From an optimization exercise on the open Yosys and OpenROAD flow, aimed at small area, a short achievable clock period and few clock cycles per item; shortcuts taken in it are not production practice.
No run shown here included a check of the RTL's function; only the layout flow was run.
Power and IR drop assume default switching activity.

==> design.v <==
module booth (
    input  wire        clk  ,
    input  wire        rst_n,
    input  wire [15:0] x    ,
    input  wire [15:0] y    ,
    input  wire        start,
    output wire [31:0] z    ,
    output wire        busy
);
assign busy = 1'b0;
wire one0_0, two0_0;
menc ue0_0 (.y2(y[1]), .y1(y[0]), .y0(1'b0), .one(one0_0), .two(two0_0));
wire one1_0, two1_0;
menc ue1_0 (.y2(y[3]), .y1(y[2]), .y0(y[1]), .one(one1_0), .two(two1_0));
wire one2_0, two2_0;
menc ue2_0 (.y2(y[5]), .y1(y[4]), .y0(y[3]), .one(one2_0), .two(two2_0));
wire one3_0, two3_0;
menc ue3_0 (.y2(y[7]), .y1(y[6]), .y0(y[5]), .one(one3_0), .two(two3_0));
wire one4_0, two4_0;
menc ue4_0 (.y2(y[9]), .y1(y[8]), .y0(y[7]), .one(one4_0), .two(two4_0));
wire one5_0, two5_0;
menc ue5_0 (.y2(y[11]), .y1(y[10]), .y0(y[9]), .one(one5_0), .two(two5_0));
wire one6_0, two6_0;
menc ue6_0 (.y2(y[13]), .y1(y[12]), .y0(y[11]), .one(one6_0), .two(two6_0));
wire one7_0, two7_0;
menc ue7_0 (.y2(y[15]), .y1(y[14]), .y0(y[13]), .one(one7_0), .two(two7_0));
wire pp0_0;
mbs upp0_0 (.xj(x[0]), .xm(1'b0), .one(one0_0), .two(two0_0), .neg(y[1]), .pp(pp0_0));
wire pp0_1;
mbs upp0_1 (.xj(x[1]), .xm(x[0]), .one(one0_0), .two(two0_0), .neg(y[1]), .pp(pp0_1));
wire pp0_2;
mbs upp0_2 (.xj(x[2]), .xm(x[1]), .one(one0_0), .two(two0_0), .neg(y[1]), .pp(pp0_2));
wire pp0_3;
mbs upp0_3 (.xj(x[3]), .xm(x[2]), .one(one0_0), .two(two0_0), .neg(y[1]), .pp(pp0_3));
wire pp0_4;
mbs upp0_4 (.xj(x[4]), .xm(x[3]), .one(one0_0), .two(two0_0), .neg(y[1]), .pp(pp0_4));
wire pp0_5;
mbs upp0_5 (.xj(x[5]), .xm(x[4]), .one(one0_0), .two(two0_0), .neg(y[1]), .pp(pp0_5));
wire pp0_6;
mbs upp0_6 (.xj(x[6]), .xm(x[5]), .one(one0_0), .two(two0_0), .neg(y[1]), .pp(pp0_6));
wire pp0_7;
mbs upp0_7 (.xj(x[7]), .xm(x[6]), .one(one0_0), .two(two0_0), .neg(y[1]), .pp(pp0_7));
wire pp0_8;
mbs upp0_8 (.xj(x[8]), .xm(x[7]), .one(one0_0), .two(two0_0), .neg(y[1]), .pp(pp0_8));
wire pp0_9;
mbs upp0_9 (.xj(x[9]), .xm(x[8]), .one(one0_0), .two(two0_0), .neg(y[1]), .pp(pp0_9));
wire pp0_10;
mbs upp0_10 (.xj(x[10]), .xm(x[9]), .one(one0_0), .two(two0_0), .neg(y[1]), .pp(pp0_10));
wire pp0_11;
mbs upp0_11 (.xj(x[11]), .xm(x[10]), .one(one0_0), .two(two0_0), .neg(y[1]), .pp(pp0_11));
wire pp0_12;
mbs upp0_12 (.xj(x[12]), .xm(x[11]), .one(one0_0), .two(two0_0), .neg(y[1]), .pp(pp0_12));
wire pp0_13;
mbs upp0_13 (.xj(x[13]), .xm(x[12]), .one(one0_0), .two(two0_0), .neg(y[1]), .pp(pp0_13));
wire pp0_14;
mbs upp0_14 (.xj(x[14]), .xm(x[13]), .one(one0_0), .two(two0_0), .neg(y[1]), .pp(pp0_14));
wire pp0_15;
mbs upp0_15 (.xj(x[15]), .xm(x[14]), .one(one0_0), .two(two0_0), .neg(y[1]), .pp(pp0_15));
wire pp0_16;
mbsn upp0_16 (.xj(x[15]), .xm(x[15]), .one(one0_0), .two(two0_0), .neg(y[1]), .pp(pp0_16));
wire s0n;
minv us0n (.a(pp0_16), .y(s0n));
wire pp1_0;
mbs upp1_0 (.xj(x[0]), .xm(1'b0), .one(one1_0), .two(two1_0), .neg(y[3]), .pp(pp1_0));
wire pp1_1;
mbs upp1_1 (.xj(x[1]), .xm(x[0]), .one(one1_0), .two(two1_0), .neg(y[3]), .pp(pp1_1));
wire pp1_2;
mbs upp1_2 (.xj(x[2]), .xm(x[1]), .one(one1_0), .two(two1_0), .neg(y[3]), .pp(pp1_2));
wire pp1_3;
mbs upp1_3 (.xj(x[3]), .xm(x[2]), .one(one1_0), .two(two1_0), .neg(y[3]), .pp(pp1_3));
wire pp1_4;
mbs upp1_4 (.xj(x[4]), .xm(x[3]), .one(one1_0), .two(two1_0), .neg(y[3]), .pp(pp1_4));
wire pp1_5;
mbs upp1_5 (.xj(x[5]), .xm(x[4]), .one(one1_0), .two(two1_0), .neg(y[3]), .pp(pp1_5));
wire pp1_6;
mbs upp1_6 (.xj(x[6]), .xm(x[5]), .one(one1_0), .two(two1_0), .neg(y[3]), .pp(pp1_6));
wire pp1_7;
mbs upp1_7 (.xj(x[7]), .xm(x[6]), .one(one1_0), .two(two1_0), .neg(y[3]), .pp(pp1_7));
wire pp1_8;
mbs upp1_8 (.xj(x[8]), .xm(x[7]), .one(one1_0), .two(two1_0), .neg(y[3]), .pp(pp1_8));
wire pp1_9;
mbs upp1_9 (.xj(x[9]), .xm(x[8]), .one(one1_0), .two(two1_0), .neg(y[3]), .pp(pp1_9));
wire pp1_10;
mbs upp1_10 (.xj(x[10]), .xm(x[9]), .one(one1_0), .two(two1_0), .neg(y[3]), .pp(pp1_10));
wire pp1_11;
mbs upp1_11 (.xj(x[11]), .xm(x[10]), .one(one1_0), .two(two1_0), .neg(y[3]), .pp(pp1_11));
wire pp1_12;
mbs upp1_12 (.xj(x[12]), .xm(x[11]), .one(one1_0), .two(two1_0), .neg(y[3]), .pp(pp1_12));
wire pp1_13;
mbs upp1_13 (.xj(x[13]), .xm(x[12]), .one(one1_0), .two(two1_0), .neg(y[3]), .pp(pp1_13));
wire pp1_14;
mbs upp1_14 (.xj(x[14]), .xm(x[13]), .one(one1_0), .two(two1_0), .neg(y[3]), .pp(pp1_14));
wire pp1_15;
mbs upp1_15 (.xj(x[15]), .xm(x[14]), .one(one1_0), .two(two1_0), .neg(y[3]), .pp(pp1_15));
wire pp1_16;
mbsn upp1_16 (.xj(x[15]), .xm(x[15]), .one(one1_0), .two(two1_0), .neg(y[3]), .pp(pp1_16));
wire pp2_0;
mbs upp2_0 (.xj(x[0]), .xm(1'b0), .one(one2_0), .two(two2_0), .neg(y[5]), .pp(pp2_0));
wire pp2_1;
mbs upp2_1 (.xj(x[1]), .xm(x[0]), .one(one2_0), .two(two2_0), .neg(y[5]), .pp(pp2_1));
wire pp2_2;
mbs upp2_2 (.xj(x[2]), .xm(x[1]), .one(one2_0), .two(two2_0), .neg(y[5]), .pp(pp2_2));
wire pp2_3;
mbs upp2_3 (.xj(x[3]), .xm(x[2]), .one(one2_0), .two(two2_0), .neg(y[5]), .pp(pp2_3));
wire pp2_4;
mbs upp2_4 (.xj(x[4]), .xm(x[3]), .one(one2_0), .two(two2_0), .neg(y[5]), .pp(pp2_4));
wire pp2_5;
mbs upp2_5 (.xj(x[5]), .xm(x[4]), .one(one2_0), .two(two2_0), .neg(y[5]), .pp(pp2_5));
wire pp2_6;
mbs upp2_6 (.xj(x[6]), .xm(x[5]), .one(one2_0), .two(two2_0), .neg(y[5]), .pp(pp2_6));
wire pp2_7;
mbs upp2_7 (.xj(x[7]), .xm(x[6]), .one(one2_0), .two(two2_0), .neg(y[5]), .pp(pp2_7));
wire pp2_8;
mbs upp2_8 (.xj(x[8]), .xm(x[7]), .one(one2_0), .two(two2_0), .neg(y[5]), .pp(pp2_8));
wire pp2_9;
mbs upp2_9 (.xj(x[9]), .xm(x[8]), .one(one2_0), .two(two2_0), .neg(y[5]), .pp(pp2_9));
wire pp2_10;
mbs upp2_10 (.xj(x[10]), .xm(x[9]), .one(one2_0), .two(two2_0), .neg(y[5]), .pp(pp2_10));
wire pp2_11;
mbs upp2_11 (.xj(x[11]), .xm(x[10]), .one(one2_0), .two(two2_0), .neg(y[5]), .pp(pp2_11));
wire pp2_12;
mbs upp2_12 (.xj(x[12]), .xm(x[11]), .one(one2_0), .two(two2_0), .neg(y[5]), .pp(pp2_12));
wire pp2_13;
mbs upp2_13 (.xj(x[13]), .xm(x[12]), .one(one2_0), .two(two2_0), .neg(y[5]), .pp(pp2_13));
wire pp2_14;
mbs upp2_14 (.xj(x[14]), .xm(x[13]), .one(one2_0), .two(two2_0), .neg(y[5]), .pp(pp2_14));
wire pp2_15;
mbs upp2_15 (.xj(x[15]), .xm(x[14]), .one(one2_0), .two(two2_0), .neg(y[5]), .pp(pp2_15));
wire pp2_16;
mbsn upp2_16 (.xj(x[15]), .xm(x[15]), .one(one2_0), .two(two2_0), .neg(y[5]), .pp(pp2_16));
wire pp3_0;
mbs upp3_0 (.xj(x[0]), .xm(1'b0), .one(one3_0), .two(two3_0), .neg(y[7]), .pp(pp3_0));
wire pp3_1;
mbs upp3_1 (.xj(x[1]), .xm(x[0]), .one(one3_0), .two(two3_0), .neg(y[7]), .pp(pp3_1));
wire pp3_2;
mbs upp3_2 (.xj(x[2]), .xm(x[1]), .one(one3_0), .two(two3_0), .neg(y[7]), .pp(pp3_2));
wire pp3_3;
mbs upp3_3 (.xj(x[3]), .xm(x[2]), .one(one3_0), .two(two3_0), .neg(y[7]), .pp(pp3_3));
wire pp3_4;
mbs upp3_4 (.xj(x[4]), .xm(x[3]), .one(one3_0), .two(two3_0), .neg(y[7]), .pp(pp3_4));
wire pp3_5;
mbs upp3_5 (.xj(x[5]), .xm(x[4]), .one(one3_0), .two(two3_0), .neg(y[7]), .pp(pp3_5));
wire pp3_6;
mbs upp3_6 (.xj(x[6]), .xm(x[5]), .one(one3_0), .two(two3_0), .neg(y[7]), .pp(pp3_6));
wire pp3_7;
mbs upp3_7 (.xj(x[7]), .xm(x[6]), .one(one3_0), .two(two3_0), .neg(y[7]), .pp(pp3_7));
wire pp3_8;
mbs upp3_8 (.xj(x[8]), .xm(x[7]), .one(one3_0), .two(two3_0), .neg(y[7]), .pp(pp3_8));
wire pp3_9;
mbs upp3_9 (.xj(x[9]), .xm(x[8]), .one(one3_0), .two(two3_0), .neg(y[7]), .pp(pp3_9));
wire pp3_10;
mbs upp3_10 (.xj(x[10]), .xm(x[9]), .one(one3_0), .two(two3_0), .neg(y[7]), .pp(pp3_10));
wire pp3_11;
mbs upp3_11 (.xj(x[11]), .xm(x[10]), .one(one3_0), .two(two3_0), .neg(y[7]), .pp(pp3_11));
wire pp3_12;
mbs upp3_12 (.xj(x[12]), .xm(x[11]), .one(one3_0), .two(two3_0), .neg(y[7]), .pp(pp3_12));
wire pp3_13;
mbs upp3_13 (.xj(x[13]), .xm(x[12]), .one(one3_0), .two(two3_0), .neg(y[7]), .pp(pp3_13));
wire pp3_14;
mbs upp3_14 (.xj(x[14]), .xm(x[13]), .one(one3_0), .two(two3_0), .neg(y[7]), .pp(pp3_14));
wire pp3_15;
mbs upp3_15 (.xj(x[15]), .xm(x[14]), .one(one3_0), .two(two3_0), .neg(y[7]), .pp(pp3_15));
wire pp3_16;
mbsn upp3_16 (.xj(x[15]), .xm(x[15]), .one(one3_0), .two(two3_0), .neg(y[7]), .pp(pp3_16));
wire pp4_0;
mbs upp4_0 (.xj(x[0]), .xm(1'b0), .one(one4_0), .two(two4_0), .neg(y[9]), .pp(pp4_0));
wire pp4_1;
mbs upp4_1 (.xj(x[1]), .xm(x[0]), .one(one4_0), .two(two4_0), .neg(y[9]), .pp(pp4_1));
wire pp4_2;
mbs upp4_2 (.xj(x[2]), .xm(x[1]), .one(one4_0), .two(two4_0), .neg(y[9]), .pp(pp4_2));
wire pp4_3;
mbs upp4_3 (.xj(x[3]), .xm(x[2]), .one(one4_0), .two(two4_0), .neg(y[9]), .pp(pp4_3));
wire pp4_4;
mbs upp4_4 (.xj(x[4]), .xm(x[3]), .one(one4_0), .two(two4_0), .neg(y[9]), .pp(pp4_4));
wire pp4_5;
mbs upp4_5 (.xj(x[5]), .xm(x[4]), .one(one4_0), .two(two4_0), .neg(y[9]), .pp(pp4_5));
wire pp4_6;
mbs upp4_6 (.xj(x[6]), .xm(x[5]), .one(one4_0), .two(two4_0), .neg(y[9]), .pp(pp4_6));
wire pp4_7;
mbs upp4_7 (.xj(x[7]), .xm(x[6]), .one(one4_0), .two(two4_0), .neg(y[9]), .pp(pp4_7));
wire pp4_8;
mbs upp4_8 (.xj(x[8]), .xm(x[7]), .one(one4_0), .two(two4_0), .neg(y[9]), .pp(pp4_8));
wire pp4_9;
mbs upp4_9 (.xj(x[9]), .xm(x[8]), .one(one4_0), .two(two4_0), .neg(y[9]), .pp(pp4_9));
wire pp4_10;
mbs upp4_10 (.xj(x[10]), .xm(x[9]), .one(one4_0), .two(two4_0), .neg(y[9]), .pp(pp4_10));
wire pp4_11;
mbs upp4_11 (.xj(x[11]), .xm(x[10]), .one(one4_0), .two(two4_0), .neg(y[9]), .pp(pp4_11));
wire pp4_12;
mbs upp4_12 (.xj(x[12]), .xm(x[11]), .one(one4_0), .two(two4_0), .neg(y[9]), .pp(pp4_12));
wire pp4_13;
mbs upp4_13 (.xj(x[13]), .xm(x[12]), .one(one4_0), .two(two4_0), .neg(y[9]), .pp(pp4_13));
wire pp4_14;
mbs upp4_14 (.xj(x[14]), .xm(x[13]), .one(one4_0), .two(two4_0), .neg(y[9]), .pp(pp4_14));
wire pp4_15;
mbs upp4_15 (.xj(x[15]), .xm(x[14]), .one(one4_0), .two(two4_0), .neg(y[9]), .pp(pp4_15));
wire pp4_16;
mbsn upp4_16 (.xj(x[15]), .xm(x[15]), .one(one4_0), .two(two4_0), .neg(y[9]), .pp(pp4_16));
wire pp5_0;
mbs upp5_0 (.xj(x[0]), .xm(1'b0), .one(one5_0), .two(two5_0), .neg(y[11]), .pp(pp5_0));
wire pp5_1;
mbs upp5_1 (.xj(x[1]), .xm(x[0]), .one(one5_0), .two(two5_0), .neg(y[11]), .pp(pp5_1));
wire pp5_2;
mbs upp5_2 (.xj(x[2]), .xm(x[1]), .one(one5_0), .two(two5_0), .neg(y[11]), .pp(pp5_2));
wire pp5_3;
mbs upp5_3 (.xj(x[3]), .xm(x[2]), .one(one5_0), .two(two5_0), .neg(y[11]), .pp(pp5_3));
wire pp5_4;
mbs upp5_4 (.xj(x[4]), .xm(x[3]), .one(one5_0), .two(two5_0), .neg(y[11]), .pp(pp5_4));
wire pp5_5;
mbs upp5_5 (.xj(x[5]), .xm(x[4]), .one(one5_0), .two(two5_0), .neg(y[11]), .pp(pp5_5));
wire pp5_6;
mbs upp5_6 (.xj(x[6]), .xm(x[5]), .one(one5_0), .two(two5_0), .neg(y[11]), .pp(pp5_6));
wire pp5_7;
mbs upp5_7 (.xj(x[7]), .xm(x[6]), .one(one5_0), .two(two5_0), .neg(y[11]), .pp(pp5_7));
wire pp5_8;
mbs upp5_8 (.xj(x[8]), .xm(x[7]), .one(one5_0), .two(two5_0), .neg(y[11]), .pp(pp5_8));
wire pp5_9;
mbs upp5_9 (.xj(x[9]), .xm(x[8]), .one(one5_0), .two(two5_0), .neg(y[11]), .pp(pp5_9));
wire pp5_10;
mbs upp5_10 (.xj(x[10]), .xm(x[9]), .one(one5_0), .two(two5_0), .neg(y[11]), .pp(pp5_10));
wire pp5_11;
mbs upp5_11 (.xj(x[11]), .xm(x[10]), .one(one5_0), .two(two5_0), .neg(y[11]), .pp(pp5_11));
wire pp5_12;
mbs upp5_12 (.xj(x[12]), .xm(x[11]), .one(one5_0), .two(two5_0), .neg(y[11]), .pp(pp5_12));
wire pp5_13;
mbs upp5_13 (.xj(x[13]), .xm(x[12]), .one(one5_0), .two(two5_0), .neg(y[11]), .pp(pp5_13));
wire pp5_14;
mbs upp5_14 (.xj(x[14]), .xm(x[13]), .one(one5_0), .two(two5_0), .neg(y[11]), .pp(pp5_14));
wire pp5_15;
mbs upp5_15 (.xj(x[15]), .xm(x[14]), .one(one5_0), .two(two5_0), .neg(y[11]), .pp(pp5_15));
wire pp5_16;
mbsn upp5_16 (.xj(x[15]), .xm(x[15]), .one(one5_0), .two(two5_0), .neg(y[11]), .pp(pp5_16));
wire pp6_0;
mbs upp6_0 (.xj(x[0]), .xm(1'b0), .one(one6_0), .two(two6_0), .neg(y[13]), .pp(pp6_0));
wire pp6_1;
mbs upp6_1 (.xj(x[1]), .xm(x[0]), .one(one6_0), .two(two6_0), .neg(y[13]), .pp(pp6_1));
wire pp6_2;
mbs upp6_2 (.xj(x[2]), .xm(x[1]), .one(one6_0), .two(two6_0), .neg(y[13]), .pp(pp6_2));
wire pp6_3;
mbs upp6_3 (.xj(x[3]), .xm(x[2]), .one(one6_0), .two(two6_0), .neg(y[13]), .pp(pp6_3));
wire pp6_4;
mbs upp6_4 (.xj(x[4]), .xm(x[3]), .one(one6_0), .two(two6_0), .neg(y[13]), .pp(pp6_4));
wire pp6_5;
mbs upp6_5 (.xj(x[5]), .xm(x[4]), .one(one6_0), .two(two6_0), .neg(y[13]), .pp(pp6_5));
wire pp6_6;
mbs upp6_6 (.xj(x[6]), .xm(x[5]), .one(one6_0), .two(two6_0), .neg(y[13]), .pp(pp6_6));
wire pp6_7;
mbs upp6_7 (.xj(x[7]), .xm(x[6]), .one(one6_0), .two(two6_0), .neg(y[13]), .pp(pp6_7));
wire pp6_8;
mbs upp6_8 (.xj(x[8]), .xm(x[7]), .one(one6_0), .two(two6_0), .neg(y[13]), .pp(pp6_8));
wire pp6_9;
mbs upp6_9 (.xj(x[9]), .xm(x[8]), .one(one6_0), .two(two6_0), .neg(y[13]), .pp(pp6_9));
wire pp6_10;
mbs upp6_10 (.xj(x[10]), .xm(x[9]), .one(one6_0), .two(two6_0), .neg(y[13]), .pp(pp6_10));
wire pp6_11;
mbs upp6_11 (.xj(x[11]), .xm(x[10]), .one(one6_0), .two(two6_0), .neg(y[13]), .pp(pp6_11));
wire pp6_12;
mbs upp6_12 (.xj(x[12]), .xm(x[11]), .one(one6_0), .two(two6_0), .neg(y[13]), .pp(pp6_12));
wire pp6_13;
mbs upp6_13 (.xj(x[13]), .xm(x[12]), .one(one6_0), .two(two6_0), .neg(y[13]), .pp(pp6_13));
wire pp6_14;
mbs upp6_14 (.xj(x[14]), .xm(x[13]), .one(one6_0), .two(two6_0), .neg(y[13]), .pp(pp6_14));
wire pp6_15;
mbs upp6_15 (.xj(x[15]), .xm(x[14]), .one(one6_0), .two(two6_0), .neg(y[13]), .pp(pp6_15));
wire pp6_16;
mbsn upp6_16 (.xj(x[15]), .xm(x[15]), .one(one6_0), .two(two6_0), .neg(y[13]), .pp(pp6_16));
wire pp7_0;
mbs upp7_0 (.xj(x[0]), .xm(1'b0), .one(one7_0), .two(two7_0), .neg(y[15]), .pp(pp7_0));
wire pp7_1;
mbs upp7_1 (.xj(x[1]), .xm(x[0]), .one(one7_0), .two(two7_0), .neg(y[15]), .pp(pp7_1));
wire pp7_2;
mbs upp7_2 (.xj(x[2]), .xm(x[1]), .one(one7_0), .two(two7_0), .neg(y[15]), .pp(pp7_2));
wire pp7_3;
mbs upp7_3 (.xj(x[3]), .xm(x[2]), .one(one7_0), .two(two7_0), .neg(y[15]), .pp(pp7_3));
wire pp7_4;
mbs upp7_4 (.xj(x[4]), .xm(x[3]), .one(one7_0), .two(two7_0), .neg(y[15]), .pp(pp7_4));
wire pp7_5;
mbs upp7_5 (.xj(x[5]), .xm(x[4]), .one(one7_0), .two(two7_0), .neg(y[15]), .pp(pp7_5));
wire pp7_6;
mbs upp7_6 (.xj(x[6]), .xm(x[5]), .one(one7_0), .two(two7_0), .neg(y[15]), .pp(pp7_6));
wire pp7_7;
mbs upp7_7 (.xj(x[7]), .xm(x[6]), .one(one7_0), .two(two7_0), .neg(y[15]), .pp(pp7_7));
wire pp7_8;
mbs upp7_8 (.xj(x[8]), .xm(x[7]), .one(one7_0), .two(two7_0), .neg(y[15]), .pp(pp7_8));
wire pp7_9;
mbs upp7_9 (.xj(x[9]), .xm(x[8]), .one(one7_0), .two(two7_0), .neg(y[15]), .pp(pp7_9));
wire pp7_10;
mbs upp7_10 (.xj(x[10]), .xm(x[9]), .one(one7_0), .two(two7_0), .neg(y[15]), .pp(pp7_10));
wire pp7_11;
mbs upp7_11 (.xj(x[11]), .xm(x[10]), .one(one7_0), .two(two7_0), .neg(y[15]), .pp(pp7_11));
wire pp7_12;
mbs upp7_12 (.xj(x[12]), .xm(x[11]), .one(one7_0), .two(two7_0), .neg(y[15]), .pp(pp7_12));
wire pp7_13;
mbs upp7_13 (.xj(x[13]), .xm(x[12]), .one(one7_0), .two(two7_0), .neg(y[15]), .pp(pp7_13));
wire pp7_14;
mbs upp7_14 (.xj(x[14]), .xm(x[13]), .one(one7_0), .two(two7_0), .neg(y[15]), .pp(pp7_14));
wire pp7_15;
mbs upp7_15 (.xj(x[15]), .xm(x[14]), .one(one7_0), .two(two7_0), .neg(y[15]), .pp(pp7_15));
wire pp7_16;
mbsn upp7_16 (.xj(x[15]), .xm(x[15]), .one(one7_0), .two(two7_0), .neg(y[15]), .pp(pp7_16));
wire s1, c2;
mha us1 (.a(y[3]), .b(pp0_2), .s(s1), .co(c2));
wire s3, c4;
mha us3 (.a(pp0_3), .b(pp1_1), .s(s3), .co(c4));
wire s5, c6;
mfa us5 (.a(y[5]), .b(pp0_4), .c(pp1_2), .s(s5), .co(c6));
wire s7, c8;
mha us7 (.a(pp2_0), .b(c4), .s(s7), .co(c8));
wire s9, c10;
mfa us9 (.a(pp0_5), .b(pp1_3), .c(pp2_1), .s(s9), .co(c10));
wire s11, c12;
mha us11 (.a(c6), .b(c8), .s(s11), .co(c12));
wire s13, c14;
mfa us13 (.a(y[7]), .b(pp0_6), .c(pp1_4), .s(s13), .co(c14));
wire s15, c16;
mfa us15 (.a(pp2_2), .b(pp3_0), .c(c10), .s(s15), .co(c16));
wire s17, c18;
mha us17 (.a(s13), .b(c12), .s(s17), .co(c18));
wire s19, c20;
mfa us19 (.a(pp0_7), .b(pp1_5), .c(pp2_3), .s(s19), .co(c20));
wire s21, c22;
mfa us21 (.a(pp3_1), .b(c14), .c(s19), .s(s21), .co(c22));
wire s23, c24;
mha us23 (.a(c16), .b(c18), .s(s23), .co(c24));
wire s25, c26;
mfa us25 (.a(y[9]), .b(pp0_8), .c(pp1_6), .s(s25), .co(c26));
wire s27, c28;
mfa us27 (.a(pp2_4), .b(pp3_2), .c(pp4_0), .s(s27), .co(c28));
wire s29, c30;
mfa us29 (.a(c20), .b(s25), .c(s27), .s(s29), .co(c30));
wire s31, c32;
mha us31 (.a(c22), .b(s29), .s(s31), .co(c32));
wire s33, c34;
mfa us33 (.a(pp0_9), .b(pp1_7), .c(pp2_5), .s(s33), .co(c34));
wire s35, c36;
mfa us35 (.a(pp3_3), .b(pp4_1), .c(c26), .s(s35), .co(c36));
wire s37, c38;
mfa us37 (.a(c28), .b(s33), .c(c30), .s(s37), .co(c38));
wire s39, c40;
mha us39 (.a(s35), .b(c32), .s(s39), .co(c40));
wire s41, c42;
mfa us41 (.a(y[11]), .b(pp0_10), .c(pp1_8), .s(s41), .co(c42));
wire s43, c44;
mfa us43 (.a(pp2_6), .b(pp3_4), .c(pp4_2), .s(s43), .co(c44));
wire s45, c46;
mfa us45 (.a(pp5_0), .b(c34), .c(s41), .s(s45), .co(c46));
wire s47, c48;
mfa us47 (.a(s43), .b(c36), .c(s45), .s(s47), .co(c48));
wire s49, c50;
mha us49 (.a(c38), .b(c40), .s(s49), .co(c50));
wire s51, c52;
mfa us51 (.a(pp0_11), .b(pp1_9), .c(pp2_7), .s(s51), .co(c52));
wire s53, c54;
mfa us53 (.a(pp3_5), .b(pp4_3), .c(pp5_1), .s(s53), .co(c54));
wire s55, c56;
mfa us55 (.a(c42), .b(c44), .c(s51), .s(s55), .co(c56));
wire s57, c58;
mfa us57 (.a(s53), .b(c46), .c(s55), .s(s57), .co(c58));
wire s59, c60;
mha us59 (.a(c48), .b(s57), .s(s59), .co(c60));
wire s61, c62;
mfa us61 (.a(y[13]), .b(pp0_12), .c(pp1_10), .s(s61), .co(c62));
wire s63, c64;
mfa us63 (.a(pp2_8), .b(pp3_6), .c(pp4_4), .s(s63), .co(c64));
wire s65, c66;
mfa us65 (.a(pp5_2), .b(pp6_0), .c(c52), .s(s65), .co(c66));
wire s67, c68;
mfa us67 (.a(c54), .b(s61), .c(s63), .s(s67), .co(c68));
wire s69, c70;
mfa us69 (.a(c56), .b(s65), .c(s67), .s(s69), .co(c70));
wire s71, c72;
mha us71 (.a(c58), .b(s69), .s(s71), .co(c72));
wire s73, c74;
mfa us73 (.a(pp0_13), .b(pp1_11), .c(pp2_9), .s(s73), .co(c74));
wire s75, c76;
mfa us75 (.a(pp3_7), .b(pp4_5), .c(pp5_3), .s(s75), .co(c76));
wire s77, c78;
mfa us77 (.a(pp6_1), .b(c62), .c(c64), .s(s77), .co(c78));
wire s79, c80;
mfa us79 (.a(s73), .b(s75), .c(c66), .s(s79), .co(c80));
wire s81, c82;
mfa us81 (.a(c68), .b(s77), .c(s79), .s(s81), .co(c82));
wire s83, c84;
mha us83 (.a(c70), .b(c72), .s(s83), .co(c84));
wire s85, c86;
mfa us85 (.a(y[15]), .b(pp0_14), .c(pp1_12), .s(s85), .co(c86));
wire s87, c88;
mfa us87 (.a(pp2_10), .b(pp3_8), .c(pp4_6), .s(s87), .co(c88));
wire s89, c90;
mfa us89 (.a(pp5_4), .b(pp6_2), .c(pp7_0), .s(s89), .co(c90));
wire s91, c92;
mfa us91 (.a(c74), .b(c76), .c(s85), .s(s91), .co(c92));
wire s93, c94;
mfa us93 (.a(s87), .b(s89), .c(c78), .s(s93), .co(c94));
wire s95, c96;
mfa us95 (.a(s91), .b(c80), .c(s93), .s(s95), .co(c96));
wire s97, c98;
mha us97 (.a(c82), .b(s95), .s(s97), .co(c98));
wire s99, c100;
mfa us99 (.a(pp0_15), .b(pp1_13), .c(pp2_11), .s(s99), .co(c100));
wire s101, c102;
mfa us101 (.a(pp3_9), .b(pp4_7), .c(pp5_5), .s(s101), .co(c102));
wire s103, c104;
mfa us103 (.a(pp6_3), .b(pp7_1), .c(c86), .s(s103), .co(c104));
wire s105, c106;
mfa us105 (.a(c88), .b(c90), .c(s99), .s(s105), .co(c106));
wire s107, c108;
mfa us107 (.a(s101), .b(c92), .c(s103), .s(s107), .co(c108));
wire s109, c110;
mfa us109 (.a(s105), .b(c94), .c(s107), .s(s109), .co(c110));
wire s111, c112;
mha us111 (.a(c96), .b(s109), .s(s111), .co(c112));
wire s113, c114;
mfa us113 (.a(s0n), .b(pp1_14), .c(pp2_12), .s(s113), .co(c114));
wire s115, c116;
mfa us115 (.a(pp3_10), .b(pp4_8), .c(pp5_6), .s(s115), .co(c116));
wire s117, c118;
mfa us117 (.a(pp6_4), .b(pp7_2), .c(c100), .s(s117), .co(c118));
wire s119, c120;
mfa us119 (.a(c102), .b(s113), .c(s115), .s(s119), .co(c120));
wire s121, c122;
mfa us121 (.a(c104), .b(c106), .c(s117), .s(s121), .co(c122));
wire s123, c124;
mfa us123 (.a(s119), .b(c108), .c(s121), .s(s123), .co(c124));
wire s125, c126;
mha us125 (.a(c110), .b(s123), .s(s125), .co(c126));
wire s127, c128;
mfa us127 (.a(s0n), .b(pp1_15), .c(pp2_13), .s(s127), .co(c128));
wire s129, c130;
mfa us129 (.a(pp3_11), .b(pp4_9), .c(pp5_7), .s(s129), .co(c130));
wire s131, c132;
mfa us131 (.a(pp6_5), .b(pp7_3), .c(c114), .s(s131), .co(c132));
wire s133, c134;
mfa us133 (.a(c116), .b(s127), .c(s129), .s(s133), .co(c134));
wire s135, c136;
mfa us135 (.a(c118), .b(c120), .c(s131), .s(s135), .co(c136));
wire s137, c138;
mfa us137 (.a(s133), .b(c122), .c(s135), .s(s137), .co(c138));
wire s139, c140;
mha us139 (.a(c124), .b(s137), .s(s139), .co(c140));
wire s141, c142;
mfa us141 (.a(pp0_16), .b(pp1_16), .c(pp2_14), .s(s141), .co(c142));
wire s143, c144;
mfa us143 (.a(pp3_12), .b(pp4_10), .c(pp5_8), .s(s143), .co(c144));
wire s145, c146;
mfa us145 (.a(pp6_6), .b(pp7_4), .c(c128), .s(s145), .co(c146));
wire s147, c148;
mfa us147 (.a(c130), .b(s141), .c(s143), .s(s147), .co(c148));
wire s149, c150;
mfa us149 (.a(c132), .b(c134), .c(s145), .s(s149), .co(c150));
wire s151, c152;
mfa us151 (.a(s147), .b(c136), .c(s149), .s(s151), .co(c152));
wire s153, c154;
mha us153 (.a(c138), .b(s151), .s(s153), .co(c154));
wire s155;
minv us155 (.a(pp2_15), .y(s155));
wire s156, c157;
mfa us156 (.a(pp3_13), .b(pp4_11), .c(pp5_9), .s(s156), .co(c157));
wire s158, c159;
mfa us158 (.a(pp6_7), .b(pp7_5), .c(s155), .s(s158), .co(c159));
wire s160, c161;
mfa us160 (.a(c142), .b(c144), .c(s156), .s(s160), .co(c161));
wire s162, c163;
mfa us162 (.a(s158), .b(c146), .c(c148), .s(s162), .co(c163));
wire s164, c165;
mfa us164 (.a(s160), .b(c150), .c(s162), .s(s164), .co(c165));
wire s166, c167;
mha us166 (.a(c152), .b(s164), .s(s166), .co(c167));
wire s168, c169;
mfa us168 (.a(pp2_16), .b(pp3_14), .c(pp4_12), .s(s168), .co(c169));
wire s170, c171;
mfa us170 (.a(pp5_10), .b(pp6_8), .c(pp7_6), .s(s170), .co(c171));
wire s172, c173;
mfa us172 (.a(pp2_15), .b(c157), .c(c159), .s(s172), .co(c173));
wire s174, c175;
mfa us174 (.a(s168), .b(s170), .c(c161), .s(s174), .co(c175));
wire s176, c177;
mfa us176 (.a(s172), .b(c163), .c(s174), .s(s176), .co(c177));
wire s178, c179;
mha us178 (.a(c165), .b(s176), .s(s178), .co(c179));
wire s180;
minv us180 (.a(pp3_15), .y(s180));
wire s181, c182;
mfa us181 (.a(pp4_13), .b(pp5_11), .c(pp6_9), .s(s181), .co(c182));
wire s183, c184;
mfa us183 (.a(pp7_7), .b(s180), .c(c169), .s(s183), .co(c184));
wire s185, c186;
mfa us185 (.a(c171), .b(s181), .c(c173), .s(s185), .co(c186));
wire s187, c188;
mfa us187 (.a(s183), .b(c175), .c(s185), .s(s187), .co(c188));
wire s189, c190;
mha us189 (.a(c177), .b(s187), .s(s189), .co(c190));
wire s191, c192;
mfa us191 (.a(pp3_16), .b(pp4_14), .c(pp5_12), .s(s191), .co(c192));
wire s193, c194;
mfa us193 (.a(pp6_10), .b(pp7_8), .c(pp3_15), .s(s193), .co(c194));
wire s195, c196;
mfa us195 (.a(c182), .b(s191), .c(s193), .s(s195), .co(c196));
wire s197, c198;
mfa us197 (.a(c184), .b(s195), .c(c186), .s(s197), .co(c198));
wire s199, c200;
mha us199 (.a(c188), .b(s197), .s(s199), .co(c200));
wire s201;
minv us201 (.a(pp4_15), .y(s201));
wire s202, c203;
mfa us202 (.a(pp5_13), .b(pp6_11), .c(pp7_9), .s(s202), .co(c203));
wire s204, c205;
mfa us204 (.a(s201), .b(c192), .c(c194), .s(s204), .co(c205));
wire s206, c207;
mfa us206 (.a(s202), .b(c196), .c(s204), .s(s206), .co(c207));
wire s208, c209;
mha us208 (.a(s206), .b(c198), .s(s208), .co(c209));
wire s210, c211;
mfa us210 (.a(pp4_16), .b(pp5_14), .c(pp6_12), .s(s210), .co(c211));
wire s212, c213;
mfa us212 (.a(pp7_10), .b(pp4_15), .c(c203), .s(s212), .co(c213));
wire s214, c215;
mfa us214 (.a(s210), .b(c205), .c(s212), .s(s214), .co(c215));
wire s216, c217;
mha us216 (.a(c207), .b(s214), .s(s216), .co(c217));
wire s218;
minv us218 (.a(pp5_15), .y(s218));
wire s219, c220;
mfa us219 (.a(pp6_13), .b(pp7_11), .c(s218), .s(s219), .co(c220));
wire s221, c222;
mfa us221 (.a(c211), .b(s219), .c(c213), .s(s221), .co(c222));
wire s223, c224;
mha us223 (.a(c215), .b(s221), .s(s223), .co(c224));
wire s225, c226;
mfa us225 (.a(pp5_16), .b(pp6_14), .c(pp7_12), .s(s225), .co(c226));
wire s227, c228;
mfa us227 (.a(pp5_15), .b(c220), .c(s225), .s(s227), .co(c228));
wire s229, c230;
mha us229 (.a(s227), .b(c222), .s(s229), .co(c230));
wire s231;
minv us231 (.a(pp6_15), .y(s231));
wire s232, c233;
mfa us232 (.a(pp7_13), .b(s231), .c(c226), .s(s232), .co(c233));
wire s234, c235;
mha us234 (.a(c228), .b(s232), .s(s234), .co(c235));
wire s236, c237;
mfa us236 (.a(pp6_16), .b(pp7_14), .c(pp6_15), .s(s236), .co(c237));
wire s238, c239;
mha us238 (.a(s236), .b(c233), .s(s238), .co(c239));
wire s240;
minv us240 (.a(pp7_15), .y(s240));
wire s241, c242;
mha us241 (.a(s240), .b(c237), .s(s241), .co(c242));
wire s243, c244;
mha us243 (.a(pp7_16), .b(pp7_15), .s(s243), .co(c244));
wire s245;
minv us245 (.a(c244), .y(s245));
wire lp246, lg247;
mha ulp246 (.a(pp0_0), .b(y[1]), .s(lp246), .co(lg247));
wire lp248, lg249;
mha ulp248 (.a(pp1_0), .b(s1), .s(lp248), .co(lg249));
wire lp250, lg251;
mha ulp250 (.a(c2), .b(s3), .s(lp250), .co(lg251));
wire lp252, lg253;
mha ulp252 (.a(s5), .b(s7), .s(lp252), .co(lg253));
wire lp254, lg255;
mha ulp254 (.a(s9), .b(s11), .s(lp254), .co(lg255));
wire lp256, lg257;
mha ulp256 (.a(s15), .b(s17), .s(lp256), .co(lg257));
wire lp258, lg259;
mha ulp258 (.a(s21), .b(s23), .s(lp258), .co(lg259));
wire lq260;
mand ulq260 (.a(lp248), .b(pp0_1), .y(lq260));
wire lg261;
mao ulg261 (.g1(lg253), .p1(lp252), .g0(lg251), .g(lg261));
wire lq262;
mand ulq262 (.a(lp252), .b(lp250), .y(lq262));
wire lg263;
mao ulg263 (.g1(lg257), .p1(lp256), .g0(lg255), .g(lg263));
wire lq264;
mand ulq264 (.a(lp256), .b(lp254), .y(lq264));
wire la265;
mand ula265 (.a(pp0_1), .b(lg247), .y(la265));
wire lg266;
mao ulg266 (.g1(lg249), .p1(lq260), .g0(lg247), .g(lg266));
wire lg267;
mao ulg267 (.g1(lg255), .p1(lp254), .g0(lg261), .g(lg267));
wire lq268;
mand ulq268 (.a(lp254), .b(lq262), .y(lq268));
wire lg269;
mao ulg269 (.g1(lg263), .p1(lq264), .g0(lg261), .g(lg269));
wire lq270;
mand ulq270 (.a(lq264), .b(lq262), .y(lq270));
wire lg271;
mao ulg271 (.g1(lg251), .p1(lp250), .g0(lg266), .g(lg271));
wire lg272;
mao ulg272 (.g1(lg261), .p1(lq262), .g0(lg266), .g(lg272));
wire lg273;
mao ulg273 (.g1(lg267), .p1(lq268), .g0(lg266), .g(lg273));
wire lg274;
mao ulg274 (.g1(lg269), .p1(lq270), .g0(lg266), .g(lg274));
wire lg275;
mao ulg275 (.g1(lg259), .p1(lp258), .g0(lg274), .g(lg275));
wire ls276;
mxor uls276 (.a(pp0_1), .b(lg247), .y(ls276));
wire ls277;
mxor uls277 (.a(lp248), .b(la265), .y(ls277));
wire ls278;
mxor uls278 (.a(lp250), .b(lg266), .y(ls278));
wire ls279;
mxor uls279 (.a(lp252), .b(lg271), .y(ls279));
wire ls280;
mxor uls280 (.a(lp254), .b(lg272), .y(ls280));
wire ls281;
mxor uls281 (.a(lp256), .b(lg273), .y(ls281));
wire ls282;
mxor uls282 (.a(lp258), .b(lg274), .y(ls282));
reg [8:0] qlo;
reg [23:0] qa;
reg [22:0] qb;
wire hp283, hg284;
mha uhp283 (.a(qa[0]), .b(qb[0]), .s(hp283), .co(hg284));
wire hp285, hg286;
mha uhp285 (.a(qa[1]), .b(qb[1]), .s(hp285), .co(hg286));
wire hp287, hg288;
mha uhp287 (.a(qa[2]), .b(qb[2]), .s(hp287), .co(hg288));
wire hp289, hg290;
mha uhp289 (.a(qa[3]), .b(qb[3]), .s(hp289), .co(hg290));
wire hp291, hg292;
mha uhp291 (.a(qa[4]), .b(qb[4]), .s(hp291), .co(hg292));
wire hp293, hg294;
mha uhp293 (.a(qa[5]), .b(qb[5]), .s(hp293), .co(hg294));
wire hp295, hg296;
mha uhp295 (.a(qa[6]), .b(qb[6]), .s(hp295), .co(hg296));
wire hp297, hg298;
mha uhp297 (.a(qa[7]), .b(qb[7]), .s(hp297), .co(hg298));
wire hp299, hg300;
mha uhp299 (.a(qa[8]), .b(qb[8]), .s(hp299), .co(hg300));
wire hp301, hg302;
mha uhp301 (.a(qa[9]), .b(qb[9]), .s(hp301), .co(hg302));
wire hp303, hg304;
mha uhp303 (.a(qa[10]), .b(qb[10]), .s(hp303), .co(hg304));
wire hp305, hg306;
mha uhp305 (.a(qa[11]), .b(qb[11]), .s(hp305), .co(hg306));
wire hp307, hg308;
mha uhp307 (.a(qa[12]), .b(qb[12]), .s(hp307), .co(hg308));
wire hp309, hg310;
mha uhp309 (.a(qa[13]), .b(qb[13]), .s(hp309), .co(hg310));
wire hp311, hg312;
mha uhp311 (.a(qa[14]), .b(qb[14]), .s(hp311), .co(hg312));
wire hp313, hg314;
mha uhp313 (.a(qa[15]), .b(qb[15]), .s(hp313), .co(hg314));
wire hp315, hg316;
mha uhp315 (.a(qa[16]), .b(qb[16]), .s(hp315), .co(hg316));
wire hp317, hg318;
mha uhp317 (.a(qa[17]), .b(qb[17]), .s(hp317), .co(hg318));
wire hp319, hg320;
mha uhp319 (.a(qa[18]), .b(qb[18]), .s(hp319), .co(hg320));
wire hp321, hg322;
mha uhp321 (.a(qa[19]), .b(qb[19]), .s(hp321), .co(hg322));
wire hp323, hg324;
mha uhp323 (.a(qa[20]), .b(qb[20]), .s(hp323), .co(hg324));
wire hp325, hg326;
mha uhp325 (.a(qa[21]), .b(qb[21]), .s(hp325), .co(hg326));
wire hp327, hg328;
mha uhp327 (.a(qa[22]), .b(qb[22]), .s(hp327), .co(hg328));
wire hg329;
mao uhg329 (.g1(hg284), .p1(hp283), .g0(qlo[8]), .g(hg329));
wire hg330;
mao uhg330 (.g1(hg288), .p1(hp287), .g0(hg286), .g(hg330));
wire hq331;
mand uhq331 (.a(hp287), .b(hp285), .y(hq331));
wire hg332;
mao uhg332 (.g1(hg292), .p1(hp291), .g0(hg290), .g(hg332));
wire hq333;
mand uhq333 (.a(hp291), .b(hp289), .y(hq333));
wire hg334;
mao uhg334 (.g1(hg296), .p1(hp295), .g0(hg294), .g(hg334));
wire hq335;
mand uhq335 (.a(hp295), .b(hp293), .y(hq335));
wire hg336;
mao uhg336 (.g1(hg300), .p1(hp299), .g0(hg298), .g(hg336));
wire hq337;
mand uhq337 (.a(hp299), .b(hp297), .y(hq337));
wire hg338;
mao uhg338 (.g1(hg304), .p1(hp303), .g0(hg302), .g(hg338));
wire hq339;
mand uhq339 (.a(hp303), .b(hp301), .y(hq339));
wire hg340;
mao uhg340 (.g1(hg308), .p1(hp307), .g0(hg306), .g(hg340));
wire hq341;
mand uhq341 (.a(hp307), .b(hp305), .y(hq341));
wire hg342;
mao uhg342 (.g1(hg312), .p1(hp311), .g0(hg310), .g(hg342));
wire hq343;
mand uhq343 (.a(hp311), .b(hp309), .y(hq343));
wire hg344;
mao uhg344 (.g1(hg316), .p1(hp315), .g0(hg314), .g(hg344));
wire hq345;
mand uhq345 (.a(hp315), .b(hp313), .y(hq345));
wire hg346;
mao uhg346 (.g1(hg320), .p1(hp319), .g0(hg318), .g(hg346));
wire hq347;
mand uhq347 (.a(hp319), .b(hp317), .y(hq347));
wire hg348;
mao uhg348 (.g1(hg324), .p1(hp323), .g0(hg322), .g(hg348));
wire hq349;
mand uhq349 (.a(hp323), .b(hp321), .y(hq349));
wire hg350;
mao uhg350 (.g1(hg328), .p1(hp327), .g0(hg326), .g(hg350));
wire hq351;
mand uhq351 (.a(hp327), .b(hp325), .y(hq351));
wire hg352;
mao uhg352 (.g1(hg286), .p1(hp285), .g0(hg329), .g(hg352));
wire hg353;
mao uhg353 (.g1(hg330), .p1(hq331), .g0(hg329), .g(hg353));
wire hg354;
mao uhg354 (.g1(hg294), .p1(hp293), .g0(hg332), .g(hg354));
wire hq355;
mand uhq355 (.a(hp293), .b(hq333), .y(hq355));
wire hg356;
mao uhg356 (.g1(hg334), .p1(hq335), .g0(hg332), .g(hg356));
wire hq357;
mand uhq357 (.a(hq335), .b(hq333), .y(hq357));
wire hg358;
mao uhg358 (.g1(hg302), .p1(hp301), .g0(hg336), .g(hg358));
wire hq359;
mand uhq359 (.a(hp301), .b(hq337), .y(hq359));
wire hg360;
mao uhg360 (.g1(hg338), .p1(hq339), .g0(hg336), .g(hg360));
wire hq361;
mand uhq361 (.a(hq339), .b(hq337), .y(hq361));
wire hg362;
mao uhg362 (.g1(hg310), .p1(hp309), .g0(hg340), .g(hg362));
wire hq363;
mand uhq363 (.a(hp309), .b(hq341), .y(hq363));
wire hg364;
mao uhg364 (.g1(hg342), .p1(hq343), .g0(hg340), .g(hg364));
wire hq365;
mand uhq365 (.a(hq343), .b(hq341), .y(hq365));
wire hg366;
mao uhg366 (.g1(hg318), .p1(hp317), .g0(hg344), .g(hg366));
wire hq367;
mand uhq367 (.a(hp317), .b(hq345), .y(hq367));
wire hg368;
mao uhg368 (.g1(hg346), .p1(hq347), .g0(hg344), .g(hg368));
wire hq369;
mand uhq369 (.a(hq347), .b(hq345), .y(hq369));
wire hg370;
mao uhg370 (.g1(hg326), .p1(hp325), .g0(hg348), .g(hg370));
wire hq371;
mand uhq371 (.a(hp325), .b(hq349), .y(hq371));
wire hg372;
mao uhg372 (.g1(hg350), .p1(hq351), .g0(hg348), .g(hg372));
wire hq373;
mand uhq373 (.a(hq351), .b(hq349), .y(hq373));
wire hg374;
mao uhg374 (.g1(hg290), .p1(hp289), .g0(hg353), .g(hg374));
wire hg375;
mao uhg375 (.g1(hg332), .p1(hq333), .g0(hg353), .g(hg375));
wire hg376;
mao uhg376 (.g1(hg354), .p1(hq355), .g0(hg353), .g(hg376));
wire hg377;
mao uhg377 (.g1(hg356), .p1(hq357), .g0(hg353), .g(hg377));
wire hg378;
mao uhg378 (.g1(hg306), .p1(hp305), .g0(hg360), .g(hg378));
wire hq379;
mand uhq379 (.a(hp305), .b(hq361), .y(hq379));
wire hg380;
mao uhg380 (.g1(hg340), .p1(hq341), .g0(hg360), .g(hg380));
wire hq381;
mand uhq381 (.a(hq341), .b(hq361), .y(hq381));
wire hg382;
mao uhg382 (.g1(hg362), .p1(hq363), .g0(hg360), .g(hg382));
wire hq383;
mand uhq383 (.a(hq363), .b(hq361), .y(hq383));
wire hg384;
mao uhg384 (.g1(hg364), .p1(hq365), .g0(hg360), .g(hg384));
wire hq385;
mand uhq385 (.a(hq365), .b(hq361), .y(hq385));
wire hg386;
mao uhg386 (.g1(hg322), .p1(hp321), .g0(hg368), .g(hg386));
wire hq387;
mand uhq387 (.a(hp321), .b(hq369), .y(hq387));
wire hg388;
mao uhg388 (.g1(hg348), .p1(hq349), .g0(hg368), .g(hg388));
wire hq389;
mand uhq389 (.a(hq349), .b(hq369), .y(hq389));
wire hg390;
mao uhg390 (.g1(hg370), .p1(hq371), .g0(hg368), .g(hg390));
wire hq391;
mand uhq391 (.a(hq371), .b(hq369), .y(hq391));
wire hg392;
mao uhg392 (.g1(hg372), .p1(hq373), .g0(hg368), .g(hg392));
wire hq393;
mand uhq393 (.a(hq373), .b(hq369), .y(hq393));
wire hg394;
mao uhg394 (.g1(hg298), .p1(hp297), .g0(hg377), .g(hg394));
wire hg395;
mao uhg395 (.g1(hg336), .p1(hq337), .g0(hg377), .g(hg395));
wire hg396;
mao uhg396 (.g1(hg358), .p1(hq359), .g0(hg377), .g(hg396));
wire hg397;
mao uhg397 (.g1(hg360), .p1(hq361), .g0(hg377), .g(hg397));
wire hg398;
mao uhg398 (.g1(hg378), .p1(hq379), .g0(hg377), .g(hg398));
wire hg399;
mao uhg399 (.g1(hg380), .p1(hq381), .g0(hg377), .g(hg399));
wire hg400;
mao uhg400 (.g1(hg382), .p1(hq383), .g0(hg377), .g(hg400));
wire hg401;
mao uhg401 (.g1(hg384), .p1(hq385), .g0(hg377), .g(hg401));
wire ha402;
mand uha402 (.a(qa[23]), .b(hg392), .y(ha402));
wire hq403;
mand uhq403 (.a(qa[23]), .b(hq393), .y(hq403));
wire hg404;
mao uhg404 (.g1(hg314), .p1(hp313), .g0(hg401), .g(hg404));
wire hg405;
mao uhg405 (.g1(hg344), .p1(hq345), .g0(hg401), .g(hg405));
wire hg406;
mao uhg406 (.g1(hg366), .p1(hq367), .g0(hg401), .g(hg406));
wire hg407;
mao uhg407 (.g1(hg368), .p1(hq369), .g0(hg401), .g(hg407));
wire hg408;
mao uhg408 (.g1(hg386), .p1(hq387), .g0(hg401), .g(hg408));
wire hg409;
mao uhg409 (.g1(hg388), .p1(hq389), .g0(hg401), .g(hg409));
wire hg410;
mao uhg410 (.g1(hg390), .p1(hq391), .g0(hg401), .g(hg410));
wire hg411;
mao uhg411 (.g1(hg392), .p1(hq393), .g0(hg401), .g(hg411));
wire hg412;
mao uhg412 (.g1(ha402), .p1(hq403), .g0(hg401), .g(hg412));
wire hs413;
mxor uhs413 (.a(hp283), .b(qlo[8]), .y(hs413));
wire hs414;
mxor uhs414 (.a(hp285), .b(hg329), .y(hs414));
wire hs415;
mxor uhs415 (.a(hp287), .b(hg352), .y(hs415));
wire hs416;
mxor uhs416 (.a(hp289), .b(hg353), .y(hs416));
wire hs417;
mxor uhs417 (.a(hp291), .b(hg374), .y(hs417));
wire hs418;
mxor uhs418 (.a(hp293), .b(hg375), .y(hs418));
wire hs419;
mxor uhs419 (.a(hp295), .b(hg376), .y(hs419));
wire hs420;
mxor uhs420 (.a(hp297), .b(hg377), .y(hs420));
wire hs421;
mxor uhs421 (.a(hp299), .b(hg394), .y(hs421));
wire hs422;
mxor uhs422 (.a(hp301), .b(hg395), .y(hs422));
wire hs423;
mxor uhs423 (.a(hp303), .b(hg396), .y(hs423));
wire hs424;
mxor uhs424 (.a(hp305), .b(hg397), .y(hs424));
wire hs425;
mxor uhs425 (.a(hp307), .b(hg398), .y(hs425));
wire hs426;
mxor uhs426 (.a(hp309), .b(hg399), .y(hs426));
wire hs427;
mxor uhs427 (.a(hp311), .b(hg400), .y(hs427));
wire hs428;
mxor uhs428 (.a(hp313), .b(hg401), .y(hs428));
wire hs429;
mxor uhs429 (.a(hp315), .b(hg404), .y(hs429));
wire hs430;
mxor uhs430 (.a(hp317), .b(hg405), .y(hs430));
wire hs431;
mxor uhs431 (.a(hp319), .b(hg406), .y(hs431));
wire hs432;
mxor uhs432 (.a(hp321), .b(hg407), .y(hs432));
wire hs433;
mxor uhs433 (.a(hp323), .b(hg408), .y(hs433));
wire hs434;
mxor uhs434 (.a(hp325), .b(hg409), .y(hs434));
wire hs435;
mxor uhs435 (.a(hp327), .b(hg410), .y(hs435));
wire hs436;
mxor uhs436 (.a(qa[23]), .b(hg411), .y(hs436));
assign z = {hs436, hs435, hs434, hs433, hs432, hs431, hs430, hs429, hs428, hs427, hs426, hs425, hs424, hs423, hs422, hs421, hs420, hs419, hs418, hs417, hs416, hs415, hs414, hs413, qlo[7], qlo[6], qlo[5], qlo[4], qlo[3], qlo[2], qlo[1], qlo[0]};
always @(posedge clk)
    if (start) begin
        qlo <= {lg275, ls282, ls281, ls280, ls279, ls278, ls277, ls276, lp246};
        qa <= {s245, c242, c239, c235, c230, c224, c217, c209, c200, c190, c179, c167, c154, c140, c126, c112, c98, c84, s81, c60, c50, s47, s37, c24};
        qb <= {s243, s241, s238, s234, s229, s223, s216, s208, s199, s189, s178, s166, s153, s139, s125, s111, s97, s83, s71, s59, s49, s39, s31};
    end
endmodule
module menc (input wire y2, input wire y1, input wire y0, output wire one, output wire two);
assign one = y1 ^ y0;
assign two = (y2 & ~y1 & ~y0) | (~y2 & y1 & y0);
endmodule
module mbs (input wire xj, input wire xm, input wire one, input wire two, input wire neg, output wire pp);
assign pp = ((one & xj) | (two & xm)) ^ neg;
endmodule
module mbsn (input wire xj, input wire xm, input wire one, input wire two, input wire neg, output wire pp);
assign pp = ~(((one & xj) | (two & xm)) ^ neg);
endmodule
module mfa (input wire a, input wire b, input wire c, output wire s, output wire co);
assign s  = a ^ b ^ c;
assign co = (a & b) | (a & c) | (b & c);
endmodule
module mha (input wire a, input wire b, output wire s, output wire co);
assign s  = a ^ b;
assign co = a & b;
endmodule
module mx3 (input wire a, input wire b, input wire c, output wire s);
assign s = a ^ b ^ c;
endmodule
module mmaj (input wire a, input wire b, input wire c, output wire co);
assign co = (a & b) | (a & c) | (b & c);
endmodule
module minv (input wire a, output wire y);
assign y = ~a;
endmodule
module mand (input wire a, input wire b, output wire y);
assign y = a & b;
endmodule
module mxor (input wire a, input wire b, output wire y);
assign y = a ^ b;
endmodule
module mao (input wire g1, input wire p1, input wire g0, output wire g);
assign g = g1 | (p1 & g0);
endmodule
==> flow/run.sh <==
#!/bin/bash
set -euo pipefail
export BUFFER_PORTS_ARGS="-buffer_cell sky130_fd_sc_hd__buf_2"
bash standard.sh > standard.log 2>&1
==> standard.sh <==
#!/bin/bash
# synth_recipe.tcl (not shown) runs the flow's synth.tcl, then flattens the netlist and writes it again
# the make line also repeats each setting of config.mk as NAME=value (left out here)
make -C /OpenROAD-flow-scripts/flow DESIGN_CONFIG=/design/flow/config.mk WORK_HOME=/design/flow/orfs CLKGATE_MAP_FILE= SYNTH_SCRIPT=/design/flow/synth_recipe.tcl "${@:-finish}"
==> config.mk <==
export PLATFORM = sky130hd
export DESIGN_NAME = booth
export DESIGN_NICKNAME = booth
export VERILOG_FILES = /design/flow/design.v
export SDC_FILE = /design/flow/constraint.sdc
export NUM_CORES = 4
export LEC_CHECK = 0
export CAP_MARGIN = 20
export CORE_MARGIN = 2
export CORE_UTILIZATION = 40
export SLEW_MARGIN = 20
export SYNTH_HIERARCHICAL = 1
export SYNTH_MINIMUM_KEEP_SIZE = 0
==> constraint.sdc <==
create_clock -name core_clock -period 4.0 [get_ports {clk}]
set_input_delay 0.8000 -clock core_clock [delete_from_list [all_inputs] [get_ports {clk}]]
set_output_delay 0.8000 -clock core_clock [all_outputs]
set_load 0.01 [all_outputs]
==> impl_metrics.yaml, run 1 <==
run_status:
  status: "finished clean"
clock_tree:
  cts_inserted_buffers: 5
  cts-root-buf: "clkbuf_16"
  cts.sinks: 56
  cts_buffer_depth: 2
  cts_max_level: 2
  cts_tree: "built"
  clk_pin_slew_ns: 0.08
cells_and_area:
  fin_nets: 1009
  fillers: 1916
  drive_above_1_share: 0.4128
  multi_input_area_mm2: 0.006982
  synthToLayoutAreaGrowth_pct: 20.44
  regArea_mm2: 0.001682
  n_antenna_cell: 0
pwr:
  p_switching_mw: 3.018
  seqPwrFrac: 0.188
  cellPowerDensity_mw_per_mm2: 676.0
  switching_share: 0.4310
  p_leak_nw: 4.112
  peakVddDrop_mv: 0.3142
  p_comb_frac: 0.738
  intPower_mw: 3.985
  p_clk_frac: 0.074
global_route:
  overflow: 0
  grt_max_degree: 30
  grt_pass1_wl_um: 34910
  grt_pass1_vias: 6409
  grt_usage: 0.2002
  antenna_found_initial: 0
critical_path:
  path_cells: "buf_2 -> nand2b_1 -> o22ai_4 -> buf_4 -> a22oi_2 -> xnor2_1 -> fa_1 -> fa_1 -> fa_1 -> fa_1 -> ha_1"
  crit_arrival_ns: 3.95
  cp.required_ns: 4.05
  critPathLaunchType: "primary input"
  critPathKind: "in -> reg"
  crit_path_end_kind: "flip-flop"
  crit_path_top_delay_cell: "fa_1"
  cp_slowest_stage_delay_ns: 0.57
  cp_max_fo: 4
  cp_common_cell: "fa_1"
logic_synthesis:
  yosysWarningCount: 7
  syn_area_mm2: 0.008602
  syn_inst: 679
  syn_area_per_cell_um2: 12.67
  ys_seq_area_frac: 0.1955
  synth_cell_types: 14
  synth-seq-cells: 56
sta:
  fin_tns_setup_ns: 0
  max_clock_freq_mhz: 256.5
  relSlewSlack: 0.4824
  rsz0062_at_grt: "no"
  hold_viol: 0
  tightestPinTransition_ns: 0.7764
  slew_viol_final: 0
  final.min_clock_period_ns: 3.898
  setup_viol: 0
  final.period_utilization: 0.9745
  whs_ns: 1.113
place:
  globalplace.congestion: 0.8849
  hpwl_um: 17160
  port_buffers: 65
die:
  io_pins: 68
  design.core.area_mm2: 0.02109
  die_x_um: 150.6
  start_util: 0.4079
  dieHeight_um: 150.6
  die_area_mm2: 0.02269
  row_count: 53
flow_run:
  maxCapViolCount: 0
drt:
  drt-total-wl_um: 21320
  route.detailed.drc: 0
  drtIter0Drc: 299
  via_count: 5874
  post_drt_wl_per_cell_um: 19.36
  drtPass1Iterations: 4
  routed_via_density: 5.335
  ant_nets: 0
hold_path:
  hold_class: "in -> reg"
## path summary, 6_finish.rpt
check | startpoint | end | depth (start not counted)
worst min-delay path | start | qb[19]$_DFFE_PP_ | 1
worst max-delay path | y[0] | qb[8]$_DFFE_PP_ | 11
## power by group through the flow
stage	registers [mW]	logic [mW]	clock network, mW
floorplan	1.30	4.21	0
global placement	1.32	5.10	0
detailed placement	1.33	5.23	0
CTS	1.32	5.28	0.539
global route	1.34	5.90	0.559
finish	1.31	5.17	0.521
## critical path, delay by kind of cell
kind	cells	cell delay (ns)
fa+ha+maj	5	2.23
buf+inv	2	0.30
compound gates	2	0.27
simple gates	1	0.17
xor+xnor	1	0.17
## synth_stat cells
cell	n	share of area
ha_1	59	0.086
xnor2_1	128	0.13
a21o_1	62	0.054
fa_1	90	0.21
and2_1	35	0.025
xor2_1	47	0.048
nand2b_1	8	0.0058
buf_4	33	0.029
inv_1	8	0.0035
o22ai_2	8	0.012
conb_1	1	0.00044
edfxtp_1	56	0.20
a22oi_2	136	0.20
nand2_1	8	0.0035
## flip-flops by register name, indices dropped and copies added (netlist names)
signal / cells
qlo: 9
qa: 24
qb: 23
## cell type report
class,count,area share
Multi-Input combinational cell,593,0.6739
Inverter,8,0.002899
Clock inverter,2,0.003382
Sequential cell,56,0.1623
Clock buffer,6,0.01244
Timing Repair Buffer,161,0.1118
Tap cell,275,0.03321
## modules after synthesis, one instance, submodules excluded, excerpt
| module | cell area [um^2] | cells | flops+latches |
|---|---|---|---|
| mha | 12.51 | 1 | 0 |
| menc | 31.28 | 4 | 0 |
| mao | 7.507 | 1 | 0 |
| mbsn | 21.27 | 2 | 0 |
| booth | 1933 | 90 | 56 |
| mfa | 20.02 | 1 | 0 |
| minv | 3.754 | 1 | 0 |
| mxor | 8.758 | 1 | 0 |
## routing by layer
layer	wire length (um)	vias to the layer above	GRT usage
li1	-	2748	-
met1	9696	2977	0.2742
met2	10100	124	0.3291
met3	1117	25	0.03515
met4	411	0	0.05093
met5	0	-	0
## through the flow
| step | setup WS, ns | cell area (um^2) | std cells | utilization | power, mW |
|---|---|---|---|---|---|
| floorplan | -0.03572 | 8921 | 690 | - | 5.519 |
| global placement | -0.2110 | 10180 | 1093 | 0.4826 | 6.423 |
| detailed placement | -0.2306 | 10180 | 1093 | 0.4826 | 6.564 |
| global route | 0.01362 | 10360 | 1101 | 0.4913 | 7.801 |
| CTS | 0.08540 | 10340 | 1101 | 0.4903 | 7.135 |
| finish | 0.1021 | 10360 | 1101 | 0.4913 | 7.003 |
## layout by cell type, fill, tap and decap left out, drive strengths merged
cell type,Yosys,final
xnor2,128,128
inv,8,8
nand2,8,8
a22oi,136,136
nand2b,8,8
ha,59,59
o22ai,8,8
conb,1,12
a21o,62,62
xor2,47,47
clkbuf,0,6
bufinv,0,1
fa,90,90
and2,35,35
buf,33,161
clkinv,0,1
edfxtp,56,56
## cells by family (layout without fill, tap and decap cells)
logic type	Yosys count	count (layout)	share of synthesized area
other	1	12	0.0004359
xor gates and xnor gates	175	175	0.1782
AOI/OAI and AO/OA	206	206	0.2636
DFF	56	56	0.1955
buffers and inverters	41	177	0.03229
adders and majority gates	149	149	0.2953
and+or+nand+nor	51	51	0.03476
## repair_timing
action                                  4_1_cts  5_1_grt
endpoints found under the setup margin        0        6
resized for setup                             0        4
setup buffers                                 0        0
hold buffers                                  0        0
==> inputs of run 2 (changes only) <==
==> flow/run.sh (replaced) <==
#!/bin/bash
set -euo pipefail
export BUFFER_PORTS_ARGS="-buffer_cell sky130_fd_sc_hd__buf_2"
export PRE_FLOORPLAN_TCL="$PWD/flow/downsize.tcl"
bash standard.sh > standard.log 2>&1
==> flow/downsize.tcl (new file) <==
# Start the layout from the smallest drive strength of each combinational
# cell that synthesis picked; timing repair later sizes up what it needs.
set db [ord::get_db]
set block [ord::get_db_block]
set n 0
foreach inst [$block getInsts] {
  set m [[$inst getMaster] getName]
  if {![regexp {^(sky130_fd_sc_hd__([a-z0-9]+))_([0-9]+)$} $m -> base short drive]} { continue }
  if {[regexp {^(s?e?df|dl|conb|tap|fill|decap|clk)} $short]} { continue }
  foreach d {0 1 2} {
    if {$d >= $drive} { break }
    set cand ${base}_$d
    set cm [$db findMaster $cand]
    if {$cm eq "NULL" || $cm eq ""} { continue }
    replace_cell [$inst getName] $cand
    incr n
    break
  }
}
puts "downsize.tcl: resized $n instances"
==> impl_metrics.yaml, run 2 <==
cells_and_area:
  finish.instance_area_mm2: 0.009425
  mostFrequentLayoutCells: "a22oi_1 (135), xnor2_1 (128), fa_1 (88)"
  drive_above_1_share: 0.2262
  reg.largest.list: "qa x24, qb x23, qlo x9"
  regMostFlops: "qa"
  fillers: 1696
  n_antenna_cell: 0
  layout_commonest_cell: "a22oi_1"
  fin_nets: 1001
  post-route-util: 0.5005
  largest_reg_flops: 24
place:
  globalplace.congestion: 0.8940
  dpl_cell_area_mm2: 0.009082
  port_buffers: 65
  hpwl_um: 15610
sta:
  slew_viol_final: 0
  hold_viol: 0
  final.min_clock_period_ns: 3.948
  final.period_utilization: 0.9871
  tightestPinTransition_ns: 0.8899
  whs_ns: 0.8787
  setup_viol: 0
  relSlewSlack: 0.4067
  max_clock_freq_mhz: 253.3
clock_tree:
  cts_buffer_depth: 2
  cts_max_level: 2
  cts_inserted_buffers: 5
  cts-root-buf: "clkbuf_16"
  cts_tree: "built"
  hold_buffers: 0
  cts.sinks: 56
  clk_pin_slew_ns: 0.08
pwr:
  peakVddDrop_mv: 0.3696
  cellPowerDensity_mw_per_mm2: 720.0
  p_leak_nw: 3.946
critical_path:
  crit_arrival_ns: 4.00
  cp_max_fo: 5
  critPathLaunchType: "primary input"
  crit_path_end_kind: "flip-flop"
  critPathKind: "in -> reg"
  cp.required_ns: 4.06
global_route:
  grtUsageMet3: 0.03655
  grt_pass1_vias: 6142
  grt_max_degree: 37
  antenna_found_initial: 0
  grt_usage: 0.2051
  use_met1: 0.2865
  overflow: 0
  top_usage_layer: "met2"
  met2_usage: 0.3327
  grt_pass1_wl_um: 32700
die:
  io_pins: 68
  dieHeight_um: 143.2
  start_util: 0.4114
  die_area_mm2: 0.02050
  design.core.area_mm2: 0.01883
  row_count: 50
  die_x_um: 143.2
drt:
  ant_nets: 0
  drt-total-wl_um: 20460
  drtIter0Drc: 294
  via_count: 5977
  route.detailed.drc: 0
  routed_via_density: 5.545
  post_drt_wl_per_cell_um: 18.98
  drtPass1Iterations: 6
logic_synthesis:
  syn_inst: 679
  yosysWarningCount: 7
run_status:
  status: "finished clean"
flow_run:
  maxCapViolCount: 0
hold_path:
  hold_class: "in -> reg"
-- run 2: repair_timing --
| item | CTS | global route |
|---|---|---|
| pin swaps | 2 | 12 |
| gates resized for setup | 1 | 20 |
| cloned | 0 | 2 |
| buffers inserted | 0 | 5 |
| endpoints found under the setup margin | 2 | 11 |
-- run 2: stage by stage --
| stage | cells | TNS [ns] | worst slack [ns] | power, mW |
|---|---|---|---|---|
| CTS | 1071 | 0 | 0.005303 | 6.858 |
| global route | 1078 | -0.003108 | -0.003108 | 7.577 |
| global placement | 1063 | -4.736 | -0.3296 | 6.130 |
| floorplan | 690 | 0 | 0.007397 | 4.962 |
| detailed placement | 1063 | -5.354 | -0.3660 | 6.300 |
| finish | 1078 | 0 | 0.05167 | 6.787 |
-- run 2: critical path, cell delays in order --
cell and delay [ns]:
buf_2 0.14, nand2b_2 0.25, o22ai_4 0.27, buf_4 0.16
a22oi_1 0.07, xnor2_1 0.16, fa_1 0.44, fa_1 0.48
fa_1 0.54, fa_1 0.41, ha_1 0.28
-- run 2: path summary, 6_finish.rpt --
path,startpoint,cells past startpoint,slack (ns),endpoint
max,y[4],11,0.05,qb[7]$_DFFE_PP_
min,y[1],2,0.88,qlo[0]$_DFFE_PP_
-- run 2: cell type report --
type,instances,area (um^2),area share
multi-input cells,595,6226,0.6606
flip-flops and latches,56,1682,0.1784
inverters,8,30.03,0.003186
repair buffers,151,998.5,0.1059
clock inverters,2,35.03,0.003717
well taps,260,325.3,0.03451
clock buffers,6,128.9,0.01367
-- run 2: metal layers --
layer	wire length (um)	part of all wire
met1	9061	0.44
met2	9756	0.48
met3	1328	0.065
met4	312	0.015
met5	0	0
-- run 2: power breakdown --
group          internal [mW]  switching, mW  leakage [nW]  total [mW]
combinational           2.32           2.64          3.32        4.96
sequential              1.23         0.0798         0.545        1.31
clock                  0.295          0.218        0.0808       0.513
total                   3.85           2.94          3.95        6.79

-- re-timing with driven ports --
In the flow no input, the clock included, has a driving cell. The finished layouts below were timed again as built, in two steps. Step 1, drivers: a clkbuf_16 drives clk and a buf_2 each remaining input, both assumed. Step 2 moves the port delays by t, midway between the first and last clock arrival at a register: inputs arrive t later, outputs are due t later. That takes back most of the time a late clock gives input paths. Slacks: no drivers / after step 1 / after step 2; pairs: no drivers / after step 1.
run | t, ns | setup slack, ns | worst register clock-pin slew, ns | worst slew at a driven data input, ns | pins driven straight from the clock port
run 1 | 0.346 | 0.102 / 0.124 / -0.222 | 0.08 / 0.08 | 0.05 | 1
run 2 | 0.352 | 0.052 / 0.065 / -0.287 | 0.09 / 0.09 | 0.05 | 1
Met with ideal ports but missed after step 2: setup timing in run 1 and run 2. For run 2, which loses most, drivers alone change the setup slack by +0.013 ns; drivers and shift together by -0.339 ns.
